This is an optimization exercise on Yosys and OpenROAD, whose aim is small area, not a production implementation. The RTL was checked by simulation tests, not by an equivalence proof against the original design. No run shown here takes its clock network from TritonCTS; it comes from the design's own scripts or RTL. No driver is modelled on the clock port, so clock power and skew are understated where the tree is cut down; a real chip needs a root buffer or a tree. Power and IR drop assume default switching activity.

`flow/config.mk`:
```
export PLATFORM = sky130hd
export DESIGN_NAME = main
export DESIGN_NICKNAME = main
export VERILOG_FILES = /design/flow/design.v
export SDC_FILE = /design/flow/constraint.sdc
export NUM_CORES = 4
export LEC_CHECK = 0
export ABC_AREA = 1
export CAP_MARGIN = 20
export CORE_AREA = 5 5 85 85
export DIE_AREA = 0 0 90 90
export SLEW_MARGIN = 20
```
`flow/flow/cts.tcl`:
```
# Clock tree in place of ORFS's CTS step: the clock port drives a few leaf
# buffers directly, each driving the clock pins of one group of flip-flops.
# Reads 3_place.odb, writes 4_1_cts.odb and 4_cts.sdc for the rest of the flow.
set P $::env(FLOW_HOME)/platforms/$::env(FLOW_PLATFORM)
set R $::env(RESULTS)
read_lef $P/lef/sky130_fd_sc_hd.tlef
read_lef $P/lef/sky130_fd_sc_hd_merged.lef
read_liberty $P/lib/sky130_fd_sc_hd__tt_025C_1v80.lib
read_db $R/3_place.odb
read_sdc $R/3_place.sdc
source $P/setRC.tcl
source $::env(FLOWDIR)/leafclk.tcl
leaf_clock_buffers $::env(LEAF_CELL) $::env(LEAF_COUNT)
set_propagated_clock [all_clocks]
detailed_placement
check_placement -verbose
estimate_parasitics -placement
report_clock_skew
report_worst_slack -max
report_worst_slack -min
repair_timing -hold
detailed_placement
check_placement -verbose
foreach p [get_pins -of_objects [get_nets clknet_leaf_*_SYSTEM_CLOCK]] { report_slews $p }
write_db $R/4_1_cts.odb
write_sdc -no_timestamp $R/4_cts.sdc
```
`flow/flow/run.sh`:
```
#!/bin/bash
# Own layout flow: the standard synthesis, then an area re-mapping of its
# combinational logic (flip-flops untouched), then the standard layout
# with smaller port buffers and a one-level clock tree of its own (cts.tcl).
set -euo pipefail
W=$(pwd)
F=$W/flow
R=$W/orfs/results/$FLOW_PLATFORM/main/base
LIB=$FLOW_HOME/platforms/$FLOW_PLATFORM/lib/sky130_fd_sc_hd__tt_025C_1v80.lib

bash standard.sh synth > $W/log_synth.txt 2>&1

cp $R/1_2_yosys.v $W/std_synth.v
DU=$(sed -n '/^export DONT_USE_CELLS += /,/^#/p' $FLOW_HOME/platforms/$FLOW_PLATFORM/config.mk | tr -d '\\' | grep -o 'sky130_fd_sc_hd__[a-z0-9_]*' | sed 's/^/-dont_use /' | tr '\n' ' ')
# remap IN TAG SCRIPTTEXT: one ABC run on netlist IN, result in remap_TAG.v,
# its area in remap_after_TAG.txt
remap() {
  echo "$3" > $W/abc_$2.abc
  sed -e "s#LIBFILE#$LIB#g" -e "s#IN_NETLIST#$1#" -e "s#OUT_NETLIST#$W/remap_$2.v#" \
      -e "s#LOGDIR/remap_after#$W/remap_after_$2#" -e "s#LOGDIR/remap_before#$W/remap_before_$2#" \
      -e "s#ABCSCRIPT#$W/abc_$2.abc#" -e "s#DONTUSE#$DU#" $F/remap.ys > $W/remap_$2.ys
  yosys -s $W/remap_$2.ys > $W/log_remap_$2.txt 2>&1 || true
}
# pick TAG...: the smallest of the given results
pick() {
  local best="" bestarea="" t a
  for t in "$@"; do
    a=$(grep -s "Chip area for module '.main'" $W/remap_after_$t.txt | awk '{print $NF}') || true
    [[ -n "$a" ]] || continue
    echo "$t $a" >> $W/remap_choice.txt
    if [[ -z "$bestarea" ]] || awk "BEGIN{exit !($a < $bestarea)}"; then best=$t; bestarea=$a; fi
  done
  echo "chosen $best $bestarea" >> $W/remap_choice.txt
  echo $best
}
# round 1: a plain area mapping and deepsyn with several seeds, 4 at a time
remap $W/std_synth.v plain "strash; dc2; dch -f; map -a; topo; strash; dc2; dch -f; map -a; topo"
for S in 1 2 3 4 5 6 7 8; do
  remap $W/std_synth.v r1s$S "strash; &get -n; &deepsyn -T 45 -S $S; &put; dch -f; amap; topo" &
  if (( S % 4 == 0 )); then wait; fi
done
wait
b1=$(pick plain r1s1 r1s2 r1s3 r1s4 r1s5 r1s6 r1s7 r1s8)
# round 2: deepsyn again from the best of round 1
for S in 1 2 3 4; do
  remap $W/remap_$b1.v r2s$S "strash; &get -n; &deepsyn -T 45 -S $S; &put; dch -f; amap; topo" &
done
wait
best=$(pick $b1 r2s1 r2s2 r2s3 r2s4)
cp $W/remap_$best.v $W/remap.v
cp $W/remap.v $R/1_2_yosys.v

export BUFFER_PORTS_ARGS="-buffer_cell sky130_fd_sc_hd__buf_1"
bash standard.sh place > $W/log_place.txt 2>&1
RESULTS=$R FLOWDIR=$F LEAF_CELL=sky130_fd_sc_hd__clkbuf_8 LEAF_COUNT=2 \
  openroad -no_init -exit $F/cts.tcl > $W/log_cts.txt 2>&1
bash standard.sh finish > $W/log_layout.txt 2>&1
```
`flow/standard.sh`:
```
#!/bin/bash
# synth_recipe.tcl (not shown) runs the flow's synth.tcl, then flattens the netlist and writes it again
# the make line also repeats each setting of config.mk as NAME=value (left out here)
make -C /OpenROAD-flow-scripts/flow DESIGN_CONFIG=/design/flow/config.mk WORK_HOME=/design/flow/orfs CLKGATE_MAP_FILE= SYNTH_SCRIPT=/design/flow/synth_recipe.tcl "${@:-finish}"
```
`flow/constraint.sdc`:
```
create_clock -name core_clock -period 10.0 [get_ports {SYSTEM_CLOCK}]
set_input_delay 2.0000 -clock core_clock [delete_from_list [all_inputs] [get_ports {SYSTEM_CLOCK}]]
set_output_delay 2.0000 -clock core_clock [all_outputs]
set_load 0.01 [all_outputs]
```
`flow/design.v`:
```
`timescale 1ns / 1ps
module seconds_clock(
	input SYSTEM_CLOCK,
	input RESET,
	output SECONDS_TICK
);
localparam [5:0] P = 6'b101010;
reg [5:0] q;
wire [5:0] s = q ^ P;
assign SECONDS_TICK = s[3] & s[2] & s[1] & s[0];
always @(posedge SYSTEM_CLOCK) begin
	if (RESET)
		q <= 6'd18 ^ P;
	else
		q <= {s[4:0], s[5] ^ s[4] ^ (s[1] & s[2])} ^ P;
end
endmodule
`timescale 1ns / 1ps
module dac_adapter(
	input CLOCK,
	input CE,
	input RESET,
	input SPI_MISO,
	output SPI_SCK,
	output SPI_MOSI,
	output DAC_CS,
	output DAC_CLR,
	output [7:0]CHECK
);
reg [6:0] pn;                   
wire [6:0] pos = ~pn;
reg [9:0] un;                   
wire [9:0] u = ~un;
reg pol;
reg [7:0] leds;
wire shift = ~pos[6];
wire [4:0] idx = pos[5:1];                  
wire last = pos[6] & pos[1] & pos[0];       
wire do6 = pos[6] & ~pos[1] & ~pos[0];      
wire rst = pos[6] & pos[2];               
wire samp = shift & ~pos[0] & ~pos[5] & pos[4];   
wire [7:0] pt;
assign pt[0] = CE & ~rst;
genvar k;
generate for (k = 0; k < 7; k = k + 1) begin : g_pos
	assign pt[k+1] = pt[k] & pos[k];
end endgenerate
wire [6:0] pinc = pos ^ pt[6:0];
wire wrap_pos = CE & last;
always @(posedge CLOCK) begin
	if (RESET) begin
		pn <= ~7'd70;
	end else begin
		pn <= ~{pinc[6] & ~wrap_pos, pinc[5:3], pinc[2] & ~wrap_pos & ~(CE & rst), pinc[1:0]};
	end
end
wire up = CE & do6;
wire [9:0] K = 10'd25;
wire [10:0] c;
assign c[0] = 1'b0;
generate for (k = 0; k < 10; k = k + 1) begin : g_add
	assign c[k+1] = K[k] ? (u[k] | c[k]) : (u[k] & c[k]);
end endgenerate
wire wrap_u = c[10] & ~u[3];
wire [9:0] B49 = 10'd49;
always @(posedge CLOCK) begin
	if (RESET) begin
		un <= 10'd0;
		pol <= 1'b1;
	end else if (up) begin
		un <= ~((u ^ K ^ c[9:0]) | (wrap_u ? B49 : 10'd0));
		pol <= pol ^ wrap_u;
	end
end
wire [2:0] lsel = ~pos[3:1];
wire md = SPI_MISO & ~RESET;
generate for (k = 0; k < 8; k = k + 1) begin : g_leds
	wire de = RESET | (CE & samp & (lsel == k));
	always @(posedge CLOCK)
		if (de)
			leds[k] <= md;
end endgenerate
reg mosi_s;
always @* begin
	if (!idx[4])
		mosi_s = idx[3] ? idx[1] : (idx[2:0] == 3'd0);
	else case (idx[3:0])
		4'd0: mosi_s = u[9] ^ pol;
		4'd1: mosi_s = u[8] ^ pol;
		4'd2: mosi_s = u[7] ^ pol;
		4'd3: mosi_s = u[6] ^ pol;
		4'd4: mosi_s = u[5] ^ pol;
		4'd5: mosi_s = u[4] ^ pol;
		4'd6: mosi_s = u[3] ^ pol;
		4'd7: mosi_s = u[2] ^ pol;
		4'd8: mosi_s = u[1] ^ pol;
		4'd9: mosi_s = u[0] ^ pol;
		4'd15: mosi_s = 1'b1;
		default: mosi_s = 1'b0;
	endcase
end
assign SPI_MOSI = shift ? mosi_s : ~pos[1];
assign SPI_SCK = pos[0] & (shift | ~pos[1]);
assign DAC_CS = pos[6] & (pos[1] | pos[0]);
assign DAC_CLR = ~rst;
assign CHECK = leds;
endmodule
`timescale 1ns / 1ps
module main(
	input SYSTEM_CLOCK,
	input RESET,
	input SPI_MISO,
	output SPI_MOSI,
	output SPI_SCK,
	output DAC_CS,
	output DAC_CLR,
	output [7:0]LEDS
);
wire tick;
seconds_clock counter(
	.SYSTEM_CLOCK(SYSTEM_CLOCK),
	.RESET(RESET),
	.SECONDS_TICK(tick)
);
dac_adapter send(
	.CLOCK(SYSTEM_CLOCK),
	.CE(tick),
	.RESET(RESET),
	.SPI_MISO(SPI_MISO),
	.SPI_SCK(SPI_SCK),
	.SPI_MOSI(SPI_MOSI),
	.DAC_CS(DAC_CS),
	.DAC_CLR(DAC_CLR),
	.CHECK(LEDS)
);
endmodule
```
`flow/flow/remap.ys`:
```
# Re-map the combinational logic of the standard synthesis for area.
# The flip-flops (and their instance names) are kept as they are.
read_liberty -ignore_miss_func LIBFILE
read_verilog -defer IN_NETLIST
hierarchy -top main
setattr -mod -set keep_hierarchy 1 sky130_fd_sc_hd__df* sky130_fd_sc_hd__edf*
flatten
opt_clean -purge
tee -o LOGDIR/remap_before.txt stat main
abc -liberty LIBFILE DONTUSE -script ABCSCRIPT main
opt_clean -purge
select main
hilomap -singleton -hicell sky130_fd_sc_hd__conb_1 HI -locell sky130_fd_sc_hd__conb_1 LO
splitnets
insbuf -buf sky130_fd_sc_hd__buf_1 A X
opt_clean -purge
rename -enumerate
tee -o LOGDIR/remap_after.txt stat -liberty LIBFILE
write_verilog -noattr -noexpr -nohex -nodec -selected OUT_NETLIST
```
`flow/flow/leafclk.tcl`:
```
# Clock tree of N leaf buffers: the clock port drives each leaf buffer
# directly; the flip-flops are split into N groups by position.
proc leaf_clock_buffers { cell nleaf } {
  set block [ord::get_db_block]
  set port_net [[$block findBTerm SYSTEM_CLOCK] getNet]
  set master [[ord::get_db] findMaster $cell]
  set sinks {}
  foreach it [$port_net getITerms] {
    set loc [[$it getInst] getLocation]
    lappend sinks [list [lindex $loc 0] [lindex $loc 1] $it]
  }
  set sinks [lsort -integer -index 0 $sinks]
  set n [llength $sinks]
  for {set g 0} {$g < $nleaf} {incr g} {
    set lo [expr {$g * $n / $nleaf}]; set hi [expr {($g + 1) * $n / $nleaf - 1}]
    set buf [odb::dbInst_create $block $master clkbuf_leaf_${g}_SYSTEM_CLOCK]
    set net [odb::dbNet_create $block clknet_leaf_${g}_SYSTEM_CLOCK]
    $net setSigType CLOCK
    set xs 0; set ys 0; set m 0
    foreach s [lrange $sinks $lo $hi] {
      lassign $s x y it
      incr xs $x; incr ys $y; incr m
      $it disconnect
      $it connect $net
    }
    [$buf findITerm A] connect $port_net
    [$buf findITerm X] connect $net
    $buf setLocation [expr {$xs / $m}] [expr {$ys / $m}]
    $buf setPlacementStatus PLACED
    puts "leaf_clock_buffers: $cell $g drives $m clock pins"
  }
}
```
==> results.json, run 1 <==
{
  "arrival_ns": 2.31,
  "core-area_um2": 6280,
  "diodes": 0,
  "drt-vias-per-instance": 4.23,
  "grt_pass1_wl_um": 4820,
  "routabilityCongestion": 0.784,
  "path_max_fanout": 6,
  "fin_setup_tns_ns": 0,
  "syn_area_um2": 1310,
  "start_util_pct": 20.9,
  "synth_warnings": 2,
  "cpMaxStageDelayCell": "dfxtp_1",
  "cap_violations": 0,
  "antenna_found_initial": 0,
  "min_period_over_period_pct": 43.1,
  "grt_max_degree": 23,
  "tightestPinTransition_ns": 0.431,
  "post-route-drc-count": 0,
  "pre_cts_ws_ns": 5.90,
  "path_clk_slew_ns": 0.10,
  "timing.final.crit_period_ns": 4.31,
  "synthesis.nets": 163,
  "start_kind": "register",
  "power_density_nw_per_um2": 133,
  "ir_drop_uv": 64.5,
  "final-hold-violation-count": 0,
  "grt_pass1_vias": 1079,
  "fin_skew_ns": 0.00107,
  "synth_cells": 160,
  "drive_above_1_share_pct": 1.69,
  "p_leak_nw": 0.541,
  "worstSetupEndpointType": "output port",
  "hold_path.class": "register to register",
  "dr.pass1.iters": 4,
  "final_nets": 182,
  "die_h_um": 90,
  "syn_to_final_growth_pct": 14.0,
  "drv_slew": 0,
  "cpMostUsedCell": "nand2_1",
  "finalSetupViolCount": 0,
  "die_area_um2": 8100,
  "wirelength_um": 2690,
  "slew_headroom_pct": 71.2,
  "synth_area_per_cell_um2": 8.20,
  "crit_chain": "clkinv_1 -> nand2_1 -> nor2_1 -> nor4_1 -> o21a_1 -> a31oi_1 -> nand2_1 -> o21ai_0 -> or4_1 -> o221ai_1 -> buf_1",
  "vias": 1074,
  "required_ns": 8.00,
  "fmax_mhz": 232,
  "crit_type": "register to output port",
  "first_iter_violations": 70,
  "grt-ovfl-total": 0,
  "ant_nets": 0,
  "rsz0062_at_grt": "no",
  "dp_cells": 252,
  "final_cells": 254,
  "wl_per_cell_um": 10.6,
  "io_buffers": 14,
  "slowest_delay_ns": 0.40,
  "ios": 15,
  "setup_ws_ns": 5.69,
  "die_width_um": 90,
  "dp_hpwl_um": 2080,
  "grt_usage_pct": 6.56,
  "post-route-util_pct": 23.8,
  "status": "complete, no violations",
  "insertion_delay_ns": 0.15,
  "core.rowCount": 29
}
-- cells in the final DEF, fill, tap and decap left out, types with 3 or more instances in the layout --
| cell | n |
|---|---|
| edfxtp_1 | 8 |
| buf_1 | 14 |
| a21oi_1 | 15 |
| nor2_1 | 45 |
| dfxtp_1 | 24 |
| nor3_1 | 3 |
| nand2_1 | 16 |
| clkinv_1 | 17 |
| o21ai_0 | 9 |
-- per-layer routing --
| layer | global-route usage, % | vias up | part of all wire (%) |
|---|---|---|---|
| li1 | - | 573 | - |
| met1 | 8.85 | 477 | 48 |
| met2 | 11.6 | 22 | 45 |
| met3 | 0.751 | 2 | 4.7 |
| met4 | 0.744 | 0 | 1.7 |
| met5 | 0 | - | 0 |
-- layout make-up --
cell class | count | area (µm²)
flip-flops and latches | 32 | 721
repair buffers | 15 | 60.1
well taps | 77 | 96.3
fillers | 697 | 4780
plain buffers | 2 | 27.5
multi-input cells | 111 | 528
inverters | 17 | 63.8
-- where the power goes --
| group | internal [W] | switching [W] | total [W] | leakage (nW) |
|---|---|---|---|---|
| clock network | 0.0000186 | 0.0000321 | 0.0000507 | 0.0144 |
| logic | 0.00000311 | 0.00000687 | 0.00000998 | 0.254 |
| registers | 0.000136 | 0.00000141 | 0.000138 | 0.272 |
-- sequential cells by signal (all words and copies together) (netlist names) --
signal / cells
send.un: 10
send.leds: 8
send.pn: 7
counter.q: 6
send.pol: 1
-- final timing paths --
| check | slack [ns] | endpoint | from | cells past startpoint |
|---|---|---|---|---|
| min reg2reg | 0.39 | counter.q[3] | counter.q[2] | 1 |
| min | 0.39 | counter.q[3] | counter.q[2] | 1 |
| max reg2reg | 6.40 | send.pol | counter.q[2] | 20 |
| max | 5.69 | SPI_MOSI | send.pn[2] | 11 |
-- critical path: cells and delay by family (launching register included) --
kind / cells / cell delay [ns]
flops: 1 / 0.40
buf+inv: 2 / 0.35
compound gates: 4 / 0.36
simple gates: 5 / 1.05
-- metrics by stage --
stage | instance area, µm² | total power [W] | hold slack (ns)
after floorplan | 1310 | 0.000146 | 0.362
after global placement | 1470 | 0.000151 | 0.366
after detailed placement | 1470 | 0.000151 | 0.376
after global routing | 1500 | 0.000207 | 0.411
final | 1500 | 0.000198 | 0.394
==> inputs of run 2 (changes only) <==
--- a/flow/flow/run.sh
+++ b/flow/flow/run.sh
@@ -35,18 +35,19 @@
 }
 # round 1: a plain area mapping and deepsyn with several seeds, 4 at a time
 remap $W/std_synth.v plain "strash; dc2; dch -f; map -a; topo; strash; dc2; dch -f; map -a; topo"
-for S in 1 2 3 4 5 6 7 8; do
+for S in $(seq 1 16); do
   remap $W/std_synth.v r1s$S "strash; &get -n; &deepsyn -T 45 -S $S; &put; dch -f; amap; topo" &
   if (( S % 4 == 0 )); then wait; fi
 done
 wait
-b1=$(pick plain r1s1 r1s2 r1s3 r1s4 r1s5 r1s6 r1s7 r1s8)
+b1=$(pick plain $(for S in $(seq 1 16); do echo r1s$S; done))
 # round 2: deepsyn again from the best of round 1
-for S in 1 2 3 4; do
+for S in $(seq 1 8); do
   remap $W/remap_$b1.v r2s$S "strash; &get -n; &deepsyn -T 45 -S $S; &put; dch -f; amap; topo" &
+  if (( S % 4 == 0 )); then wait; fi
 done
 wait
-best=$(pick $b1 r2s1 r2s2 r2s3 r2s4)
+best=$(pick $b1 $(for S in $(seq 1 8); do echo r2s$S; done))
 cp $W/remap_$best.v $W/remap.v
 cp $W/remap.v $R/1_2_yosys.v
 
==> run 2 against run 1 <==
Against the previous run:
- still clean on timing, DRC and antenna
- final area decreased by 0.75%
- cell count is 2.4% lower
- sequential share of layout area up 0.37 points
- sequential cell count is the same
- highest routed layer unchanged
==> results.json, run 2 <==
{
  "grt-ovfl-total": 0,
  "core-area_um2": 6280,
  "path_clk_slew_ns": 0.10,
  "start_util_pct": 20.7,
  "syn_to_final_growth_pct": 14.1,
  "reg_top3": "send.un: 10 flops, send.leds: 8 flops, send.pn: 7 flops",
  "synth_cells": 154,
  "start_kind": "register",
  "die_width_um": 90,
  "wl_per_cell_um": 10.6,
  "grt_pass1_vias": 945,
  "synthesis.nets": 157,
  "setup_ws_ns": 5.93,
  "status": "complete, no violations",
  "power_w": 0.000197,
  "crit_chain": "clkinv_1 -> nand2_1 -> o22ai_1 -> a2111oi_0 -> a31oi_1 -> nand2_1 -> o21ai_0 -> o41ai_1 -> buf_1",
  "min_period_over_period_pct": 40.7,
  "synth_warnings": 2,
  "grt_use_met2_pct": 9.51,
  "mostFrequentLayoutCell": "nor2_1",
  "finalSetupViolCount": 0,
  "globalRoute.busiestLayer": "met1",
  "cpMaxStageDelayCell": "dfxtp_1",
  "first_iter_violations": 50,
  "synth_area_per_cell_um2": 8.45,
  "use_met3_pct": 0.668,
  "final_cell_mix": "42 x nor2_1, 24 x dfxtp_1, 16 x clkinv_1, 15 x nand2_1",
  "crit_type": "register to output port",
  "p_leak_nw": 0.526,
  "dp_hpwl_um": 2050,
  "hold_path.class": "register to register",
  "slowest_delay_ns": 0.37,
  "grt_max_degree": 23,
  "cap_violations": 0,
  "slew_headroom_pct": 69.5,
  "arrival_ns": 2.07,
  "drt-vias-per-instance": 4.25,
  "post-route-drc-count": 0,
  "dr.pass1.iters": 4,
  "core.rowCount": 29,
  "grt_usage_pct": 6.24,
  "largest_register": "send.un",
  "path_max_fanout": 7,
  "ant_nets": 0,
  "required_ns": 8.00,
  "use_met1_pct": 9.84,
  "worstSetupEndpointType": "output port",
  "fin_skew_ns": 0.00579,
  "timing.final.crit_period_ns": 4.07,
  "post-route-util_pct": 23.7,
  "cpMostUsedCell": "nand2_1",
  "die_area_um2": 8100,
  "final-hold-violation-count": 0,
  "insertion_delay_ns": 0.15,
  "syn_area_um2": 1300,
  "routabilityCongestion": 0.827,
  "ios": 15,
  "vias": 1053,
  "fin_setup_tns_ns": 0,
  "wirelength_um": 2630,
  "tightestPinTransition_ns": 0.455,
  "power_density_nw_per_um2": 133,
  "antenna_found_initial": 0,
  "drive_above_1_share_pct": 1.75,
  "dpl_cell_area_um2": 1460,
  "grt_pass1_wl_um": 4530,
  "drv_slew": 0,
  "ir_drop_uv": 80.2,
  "final_nets": 176,
  "rsz0062_at_grt": "no",
  "pre_cts_ws_ns": 6.12,
  "diodes": 0,
  "largest_register_ffs": 10,
  "fmax_mhz": 245,
  "io_buffers": 14,
  "design_area_um2": 1490,
  "die_h_um": 90
}
==> run 2: routing by layer <==
metal	share of wire (%)	vias up
li1	-	565
met1	51	455
met2	41	31
met3	7.5	2
met4	0.57	0
met5	0	-
==> run 2: path summary, 6_finish.rpt <==
check | startpoint | end | slack (ns) | depth (start not counted)
hold / removal | counter.q[2] | counter.q[3] | 0.39 | 1
setup / recovery | send.pn[2] | SPI_MOSI | 5.93 | 9
hold reg to reg | counter.q[2] | counter.q[3] | 0.39 | 1
setup reg to reg | counter.q[2] | send.pol | 6.41 | 20
==> run 2: area by class of cell <==
class,count,area (µm²)
Fill cell,697,4790
Tap cell,77,96.3
Multi-Input combinational cell,106,520
Sequential cell,32,721
Buffer,2,27.5
Inverter,16,60.1
Timing Repair Buffer,15,60.1
==> run 2: where the power goes <==
part           internal (W)  switching (W)  leakage (nW)
sequential         0.000136     0.00000134         0.272
clock             0.0000185      0.0000304        0.0144
combinational    0.00000309     0.00000713         0.240
==> run 2: worst max-delay path, delay by kind of cell, from the launching register on <==
kind / cells / cell delay [ns]
compound gates: 5 / 0.89
flops: 1 / 0.37
simple gates: 2 / 0.31
buf+inv: 2 / 0.37
==> run 2: metrics by stage <==
step | instances | hold WS [ns]
after floorplan | 154 | 0.362
after global placement | 246 | 0.369
after detailed placement | 246 | 0.377
after global routing | 248 | 0.435
final | 248 | 0.394
==> inputs of run 3 (changes only) <==
--- a/flow/config.mk
+++ b/flow/config.mk
@@ -6,7 +6,7 @@
 export NUM_CORES = 4
 export LEC_CHECK = 0
 export ABC_AREA = 1
-export CAP_MARGIN = 20
+export CAP_MARGIN = 0
 export CORE_AREA = 5 5 85 85
 export DIE_AREA = 0 0 90 90
-export SLEW_MARGIN = 20
+export SLEW_MARGIN = 0
==> run 3 against run 2 <==
Against the previous run:
- final area is the same
- sequential share of layout area is the same
- setup slack is the same
- power is the same
- worst hold slack is the same
- critical path type unchanged
- largest power group unchanged
- highest routed layer unchanged
==> results.json, run 3 <==
{
  "switchingPower_w": 0.0000388,
  "cpMostUsedCell": "nand2_1",
  "grt_pass1_vias": 945,
  "cap_violations": 0,
  "critPathTopFamily": "compound AO/OA/AOI/OAI gates",
  "ant_nets": 0,
  "crit_buf_inv": 2,
  "die_area_um2": 8100,
  "diodes": 0,
  "min_period_over_period_pct": 40.7,
  "largest_register_ffs": 10,
  "tightestPinTransition_ns": 0.455,
  "final_nets": 176,
  "intPower_w": 0.000158,
  "rsz0062_at_grt": "no",
  "power_w": 0.000197,
  "status": "complete, no violations",
  "path_max_fanout": 7,
  "path_clk_slew_ns": 0.10,
  "finalSetupViolCount": 0,
  "syn_area_um2": 1300,
  "setup_ws_ns": 5.93,
  "core-area_um2": 6280,
  "final-hold-violation-count": 0,
  "mostFrequentLayoutCell": "nor2_1",
  "dr.pass1.iters": 4,
  "arrival_ns": 2.07,
  "synth_area_per_cell_um2": 8.45,
  "fin_skew_ns": 0.00579,
  "timing.final.crit_period_ns": 4.07,
  "grt_max_degree": 23,
  "grt_pass1_wl_um": 4530,
  "slowest_delay_ns": 0.37,
  "die_h_um": 90,
  "start_kind": "register",
  "antenna_found_initial": 0,
  "io_buffers": 14,
  "core.rowCount": 29,
  "syn_to_final_growth_pct": 14.1,
  "drt-vias-per-instance": 4.25,
  "cpMaxStageDelayCell": "dfxtp_1",
  "final_cell_mix": "42 x nor2_1, 24 x dfxtp_1, 16 x clkinv_1, 15 x nand2_1",
  "p_sw_share_pct": 19.7,
  "post-route-drc-count": 0,
  "drv_slew": 0,
  "synth_cells": 154,
  "slew_headroom_pct": 69.5,
  "first_iter_violations": 50,
  "synthesis.nets": 157,
  "crit_chain": "clkinv_1 -> nand2_1 -> o22ai_1 -> a2111oi_0 -> a31oi_1 -> nand2_1 -> o21ai_0 -> o41ai_1 -> buf_1",
  "holdWs_ns": 0.394,
  "pwr-share-seq_pct": 70.0,
  "start_util_pct": 20.7,
  "reg_top3": "send.un: 10 flops, send.leds: 8 flops, send.pn: 7 flops",
  "grt_usage_pct": 6.24,
  "required_ns": 8.00,
  "wirelength_um": 2630,
  "vias": 1053,
  "p_comb_share_pct": 5.2,
  "fmax_mhz": 245,
  "routabilityCongestion": 0.827,
  "ios": 15,
  "grt-ovfl-total": 0,
  "crit_type": "register to output port",
  "power_density_nw_per_um2": 133,
  "ir_drop_uv": 80.2,
  "worstSetupEndpointType": "output port",
  "insertion_delay_ns": 0.15,
  "fin_setup_tns_ns": 0,
  "die_width_um": 90,
  "p_leak_nw": 0.526,
  "power.clock.fraction_pct": 24.8,
  "drive_above_1_share_pct": 1.75,
  "pre_cts_ws_ns": 6.12,
  "synth_warnings": 2,
  "wl_per_cell_um": 10.6,
  "dp_hpwl_um": 2050,
  "largest_register": "send.un",
  "hold_path.class": "register to register"
}
[run 3: power by group through the flow]
| stage | Combinational [W] | Clock (W) | Sequential [W] |
|---|---|---|---|
| floorplan | 0.00000472 | 0 | 0.000141 |
| global placement | 0.0000101 | 0 | 0.000141 |
| detailed placement | 0.0000103 | 0 | 0.000141 |
| global route | 0.0000116 | 0.0000561 | 0.000138 |
| finish | 0.0000102 | 0.0000489 | 0.000138 |
[run 3: layout make-up]
class / count / area (µm²)
Buffer: 2 / 27.5
Fill cell: 697 / 4790
Inverter: 16 / 60.1
Multi-Input combinational cell: 106 / 520
Sequential cell: 32 / 721
Tap cell: 77 / 96.3
Timing Repair Buffer: 15 / 60.1
[run 3: per-stage QoR]
step,std cells,instance area [µm²],utilization [%]
finish,248,1490,23.7
global route,248,1490,23.7
detailed placement,246,1460,23.2
global placement,246,1460,23.2
floorplan,154,1300,-
[run 3: path summary, 6_finish.rpt]
check | from | slack, ns | depth (start not counted) | to
worst max-delay path | send.pn[2] | 5.93 | 9 | SPI_MOSI
worst min-delay path | counter.q[2] | 0.39 | 1 | counter.q[3]
worst max register to register | counter.q[2] | 6.41 | 20 | send.pol
worst min register to register | counter.q[2] | 0.39 | 1 | counter.q[3]
[run 3: per-layer routing]
| metal | global-route usage, % | share of wire [%] |
|---|---|---|
| met2 | 9.51 | 41 |
| met5 | 0 | 0 |
| met4 | 0.372 | 0.57 |
| met3 | 0.668 | 7.5 |
| met1 | 9.84 | 51 |
==> inputs of run 4 (changes only) <==
--- a/flow/flow/run.sh
+++ b/flow/flow/run.sh
@@ -51,7 +51,8 @@
 cp $W/remap_$best.v $W/remap.v
 cp $W/remap.v $R/1_2_yosys.v
 
-export BUFFER_PORTS_ARGS="-buffer_cell sky130_fd_sc_hd__buf_1"
+export DONT_BUFFER_PORTS=1
+export PRE_GLOBAL_PLACE_TCL=$F/ports.tcl
 bash standard.sh place > $W/log_place.txt 2>&1
 RESULTS=$R FLOWDIR=$F LEAF_CELL=sky130_fd_sc_hd__clkbuf_8 LEAF_COUNT=2 \
   openroad -no_init -exit $F/cts.tcl > $W/log_cts.txt 2>&1
==> flow/flow/ports.tcl (new file) <==
# Port buffers (run before global placement in place of ORFS's own call):
# buf_1 on the outputs; buf_4 on the inputs, as RESET fans out to most
# flip-flops.
buffer_ports -inputs -buffer_cell sky130_fd_sc_hd__buf_4
buffer_ports -outputs -buffer_cell sky130_fd_sc_hd__buf_1
--- a/flow/config.mk
+++ b/flow/config.mk
@@ -6,7 +6,8 @@
 export NUM_CORES = 4
 export LEC_CHECK = 0
 export ABC_AREA = 1
-export CAP_MARGIN = 0
+export CAP_MARGIN = 20
 export CORE_AREA = 5 5 85 85
 export DIE_AREA = 0 0 90 90
-export SLEW_MARGIN = 0
+export GPL_TIMING_DRIVEN = 0
+export SLEW_MARGIN = 20
==> run 4 against run 3 <==
Against the previous run:
- highest routed layer unchanged
- fmax is 0.79% higher
- final area fell by 0.67%
- global-route usage is 0.51 points lower
- synthesized area down 0.77%
- largest cell class unchanged
- via count fell by 2.9%
- worst hold slack improved by 0.0014 ns
- setup slack improved by 0.032 ns
- core utilization decreased by 0.16 points
- sequential cell count is the same
==> results.json, run 4 <==
{
  "grt_max_degree": 17,
  "timing.final.crit_period_ns": 4.04,
  "cpMostUsedCell": "clkinv_1",
  "worstSetupEndpointType": "output port",
  "required_ns": 8.00,
  "holdWs_ns": 0.396,
  "core-area_um2": 6280,
  "die_width_um": 90,
  "die_area_um2": 8100,
  "reg_top3": "send.un: 10 flops, send.leds: 8 flops, send.pn: 7 flops",
  "p_leak_nw": 0.504,
  "crit_type": "register to output port",
  "routabilityCongestion": 0.771,
  "mostFrequentLayoutCell": "nor2_1",
  "first_iter_violations": 67,
  "post-route-drc-count": 0,
  "final-hold-violation-count": 0,
  "start_util_pct": 20.6,
  "final_cell_mix": "28 x nor2_1, 24 x dfxtp_1, 20 x nand2_1, 17 x clkinv_1, 17 x o21ai_0",
  "synth_cells": 151,
  "min_period_over_period_pct": 40.4,
  "drv_slew": 0,
  "cap_violations": 0,
  "dr.pass1.iters": 4,
  "wl_per_cell_um": 10.2,
  "synth_area_per_cell_um2": 8.55,
  "largest_register": "send.un",
  "fin_setup_tns_ns": 0,
  "path_max_fanout": 5,
  "hold_path.class": "register to register",
  "finalSetupViolCount": 0,
  "synthesis.nets": 154,
  "drive_above_1_share_pct": 2.40,
  "status": "complete, no violations",
  "r2r_cells": 21,
  "core.rowCount": 29,
  "grt_pass1_vias": 890,
  "slew_headroom_pct": 72.8,
  "dp_hpwl_um": 1890,
  "pre_cts_ws_ns": 6.15,
  "wirelength_um": 2500,
  "power.clock.fraction_pct": 25.4,
  "intPower_w": 0.000158,
  "fmax_mhz": 247,
  "insertion_delay_ns": 0.16,
  "io_buffers": 14,
  "reg2reg_slack_ns": 6.61,
  "synth_warnings": 2,
  "p_comb_share_pct": 4.6,
  "power_density_nw_per_um2": 134,
  "grt_pass1_wl_um": 4210,
  "tightestPinTransition_ns": 0.407,
  "setup_ws_ns": 5.96,
  "vias": 1022,
  "min_to": "counter.q[4]",
  "antenna_found_initial": 0,
  "largest_register_ffs": 10,
  "fin_skew_ns": 0.00523,
  "die_h_um": 90,
  "ir_drop_uv": 78.9,
  "p_sw_share_pct": 19.8,
  "path_clk_slew_ns": 0.10,
  "rr_endpoint": "send.un[4]",
  "final_nets": 172,
  "arrival_ns": 2.04,
  "rsz0062_at_grt": "no",
  "power_w": 0.000197,
  "grt_usage_pct": 5.73,
  "crit_chain": "clkinv_1 -> nand2_1 -> o221a_1 -> o221ai_1 -> o32ai_1 -> o21ai_0 -> a222oi_1 -> clkinv_1 -> buf_1",
  "syn_to_final_growth_pct": 14.2,
  "start_kind": "register",
  "slowest_delay_ns": 0.39,
  "syn_area_um2": 1290,
  "worstReg2RegStart": "send.pn[1]",
  "drt-vias-per-instance": 4.19,
  "grt-ovfl-total": 0,
  "cpMaxStageDelayCell": "dfxtp_1",
  "switchingPower_w": 0.0000390,
  "pwr-share-seq_pct": 70.0,
  "min_path_cells": 1,
  "min_from": "counter.q[3]",
  "ant_nets": 0,
  "diodes": 0,
  "ios": 15
}
## run 4: final cells by class
cell class,instances,area [µm²]
tap,77,96.3
buffer,2,27.5
inverter,17,63.8
fill,689,4800
sequential,32,721
timing repair buffer,14,60.1
multi-input combinational,102,507
## run 4: through the flow
| step | instance area (µm²) | cells | util, % |
|---|---|---|---|
| 2_1_floorplan | 1290 | 151 | - |
| 3_3_place_gp | 1450 | 242 | 23.1 |
| 3_5_place_dp | 1450 | 242 | 23.1 |
| 5_1_grt | 1480 | 244 | 23.5 |
| 6_report | 1480 | 244 | 23.5 |
## run 4: worst max path at each step
| stage | start | to | slack (ns) | cells past startpoint |
|---|---|---|---|---|
| floorplan | send.pn[2] | SPI_MOSI | 6.50 | 7 |
| global placement | send.pn[2] | SPI_MOSI | 6.07 | 9 |
| detailed placement | send.pn[2] | SPI_MOSI | 6.15 | 9 |
| global route | send.pn[2] | SPI_MOSI | 5.74 | 8 |
| finish | send.pn[2] | SPI_MOSI | 5.96 | 9 |
## run 4: worst max-delay path, delay by kind of cell, from the launching register on
kind | cells | cell delay (ns)
AO/OA/AOI/OAI | 5 | 0.91
buffers and inverters | 3 | 0.41
flip-flops | 1 | 0.39
AND/OR/NAND/NOR | 1 | 0.17
## run 4: routing by layer
metal	vias up	global-route usage, %	share of wire (%)
li1	553	-	-
met1	450	8.28	49
met2	17	9.02	44
met3	2	1.42	6.4
met4	0	0.372	0.48
met5	-	0	0
## run 4: power groups by stage
stage	clock, W	sequential (W)	combinational [W]
6_report	0.0000500	0.000138	0.00000909
5_1_grt	0.0000572	0.000139	0.0000104
3_5_place_dp	0	0.000141	0.00000931
3_3_place_gp	0	0.000141	0.00000912
2_1_floorplan	0	0.000142	0.00000385
==> inputs of run 5 (changes only) <==
==> flow/flow/ports.tcl (replaced) <==
# Port buffers (run before global placement in place of ORFS's own call):
# buf_1 on every port but RESET, which fans out to most flip-flops and gets
# a buf_4.
buffer_ports -inputs -outputs -buffer_cell sky130_fd_sc_hd__buf_1
set rnet [[[ord::get_db_block] findBTerm RESET] getNet]
foreach it [$rnet getITerms] {
  set inst [$it getInst]
  if {[[$inst getMaster] getName] eq "sky130_fd_sc_hd__buf_1"} {
    replace_cell [$inst getName] sky130_fd_sc_hd__buf_4
    puts "ports.tcl: [$inst getName] on RESET is now a buf_4"
  }
}
==> run 5 against run 4 <==
Against the previous run:
- still clean on timing, DRC and antenna
- critical path depth unchanged
- clock skew rose by 0.00080 ns
- die area unchanged
- combinational power shrank 2%
- sequential cell count is the same
- fmax down 0.93%
- final area fell by 0.25%
- clock power barely moved
- power down 0.13%
- worst hold slack worse by 0.0013 ns
- largest power group unchanged
==> results.json, run 5 <==
{
  "final-hold-violation-count": 0,
  "min_to": "counter.q[3]",
  "core-area_um2": 6280,
  "power_w": 0.000197,
  "die_width_um": 90,
  "critPathTopFamily": "compound AO/OA/AOI/OAI gates",
  "routabilityCongestion": 0.774,
  "power_density_nw_per_um2": 134,
  "rsz0062_at_grt": "no",
  "tightestPinTransition_ns": 0.400,
  "hold_path.class": "register to register",
  "p_comb_share_pct": 4.5,
  "core.rowCount": 29,
  "pre_cts_ws_ns": 6.10,
  "mostFrequentLayoutCell": "nor2_1",
  "p_leak_nw": 0.500,
  "multi_input_area_um2": 507,
  "power.clock.fraction_pct": 25.3,
  "crit_type": "register to output port",
  "grt_usage_pct": 5.90,
  "vias": 1044,
  "die_h_um": 90,
  "nFillCells": 700,
  "slew_headroom_pct": 73.2,
  "final_cell_mix": "28 x nor2_1, 24 x dfxtp_1, 20 x nand2_1, 17 x clkinv_1, 17 x o21ai_0",
  "diodes": 0,
  "rr_endpoint": "send.pol",
  "cpMaxStageDelayCell": "dfxtp_1",
  "synth_area_per_cell_um2": 8.55,
  "largest_register": "send.un",
  "grt_pass1_wl_um": 4310,
  "worstReg2RegStart": "send.pn[1]",
  "finalSetupViolCount": 0,
  "drt-vias-per-instance": 4.28,
  "wirelength_um": 2550,
  "syn_to_final_growth_pct": 14.0,
  "fin_setup_tns_ns": 0,
  "path_clk_slew_ns": 0.10,
  "slowest_delay_ns": 0.39,
  "crit_chain": "clkinv_1 -> nand2_1 -> o221a_1 -> o221ai_1 -> o32ai_1 -> o21ai_0 -> a222oi_1 -> clkinv_1 -> buf_1",
  "grt_max_degree": 17,
  "fin_skew_ns": 0.00604,
  "timing.final.crit_period_ns": 4.08,
  "synth_cells": 151,
  "largest_register_ffs": 10,
  "cap_violations": 0,
  "fmax_mhz": 245,
  "reg_top3": "send.un: 10 flops, send.leds: 8 flops, send.pn: 7 flops",
  "post-route-drc-count": 0,
  "grt-ovfl-total": 0,
  "start_kind": "register",
  "required_ns": 8.00,
  "final_nets": 172,
  "ir_drop_uv": 71.5,
  "min_from": "counter.q[2]",
  "intPower_w": 0.000158,
  "cpMostUsedCell": "clkinv_1",
  "grt_pass1_vias": 919,
  "pwr-share-seq_pct": 70.1,
  "antenna_found_initial": 0,
  "status": "complete, no violations",
  "path_max_fanout": 5,
  "ios": 15,
  "r2r_cells": 21,
  "dp_hpwl_um": 1910,
  "syn_area_um2": 1290,
  "dr.pass1.iters": 4,
  "start_util_pct": 20.6,
  "worstSetupEndpointType": "output port",
  "synthesis.nets": 154,
  "holdWs_ns": 0.394,
  "ant_nets": 0,
  "seq_area_um2": 721,
  "insertion_delay_ns": 0.16,
  "drive_above_1_share_pct": 1.80,
  "die_area_um2": 8100,
  "crit_buf_inv": 3,
  "setup_ws_ns": 5.92,
  "p_sw_share_pct": 19.8,
  "io_buffers": 14,
  "arrival_ns": 2.08,
  "wl_per_cell_um": 10.5,
  "drv_slew": 0,
  "switchingPower_w": 0.0000389,
  "first_iter_violations": 57,
  "synth_warnings": 2,
  "reg2reg_slack_ns": 6.60,
  "min_period_over_period_pct": 40.8,
  "min_path_cells": 1
}
[run 5: layer usage]
metal / wire (µm) / vias to the layer above / global-route usage (%)
met5: 0 / - / 0
li1: - / 554 / -
met1: 1230 / 472 / 8.43
met2: 1170 / 16 / 9.82
met3: 130 / 2 / 0.918
met4: 21 / 0 / 0.372
[run 5: power groups by stage]
| stage | sequential, W | combinational, W | clock, W |
|---|---|---|---|
| after detailed placement | 0.000141 | 0.00000916 | 0 |
| after global placement | 0.000141 | 0.00000896 | 0 |
| after global routing | 0.000139 | 0.0000103 | 0.0000567 |
| final | 0.000138 | 0.00000893 | 0.0000499 |
| after floorplan | 0.000142 | 0.00000385 | 0 |
[run 5: per-stage QoR]
stage / util [%] / cells / cell area, µm²
2_1_floorplan: - / 151 / 1290
3_3_place_gp: 23.0 / 242 / 1440
3_5_place_dp: 23.0 / 242 / 1440
5_1_grt: 23.4 / 244 / 1470
6_report: 23.4 / 244 / 1470
[run 5: worst max path at each step]
stage | startpoint | endpoint | slack (ns) | depth (start not counted)
2_1_floorplan | send.pn[2] | SPI_MOSI | 6.50 | 7
3_3_place_gp | send.pn[2] | SPI_MOSI | 6.07 | 9
3_5_place_dp | send.pn[2] | SPI_MOSI | 6.10 | 9
5_1_grt | send.pn[2] | SPI_MOSI | 5.70 | 8
6_report | send.pn[2] | SPI_MOSI | 5.92 | 9
[run 5: area by class of cell]
class                      count  area share, %
tap                           77           6.55
inverter                      17           4.34
multi-input combinational    102           34.4
timing repair buffer          14           3.83
sequential                    32           49.0
buffer                         2           1.87

## port drivers added, routing unchanged
The results above use ideal ports. As a check the final layouts listed here were re-extracted and re-timed, cells and wires unchanged. Step 1 (the two cells are an assumption about what drives the block):
set clk [get_ports {SYSTEM_CLOCK}]
set_driving_cell -lib_cell sky130_fd_sc_hd__clkbuf_16 $clk
set_driving_cell -lib_cell sky130_fd_sc_hd__buf_2 [delete_from_list [all_inputs] $clk]
Step 2, shift: input delay + t, output delay - t, t = (earliest + latest rising clock arrival at the registers) / 2. This alone moves slack from input paths to output paths. Three values: no drivers, after step 1, after step 2; two values: the first two.
| run | shift t [ns] | setup WS [ns] | worst setup path after step 2 |
|---|---|---|---|
| run 1 | 0.190 | 5.689 / 5.653 / 5.842 | register to output |
| run 2 | 0.182 | 5.926 / 5.894 / 6.076 | register to output |
| run 3 | 0.182 | 5.926 / 5.894 / 6.076 | register to output |
| run 4 | 0.188 | 5.958 / 5.923 / 6.111 | register to output |
| run 5 | 0.189 | 5.920 / 5.884 / 6.073 | register to output |
After both steps setup and hold are still met in every run listed.
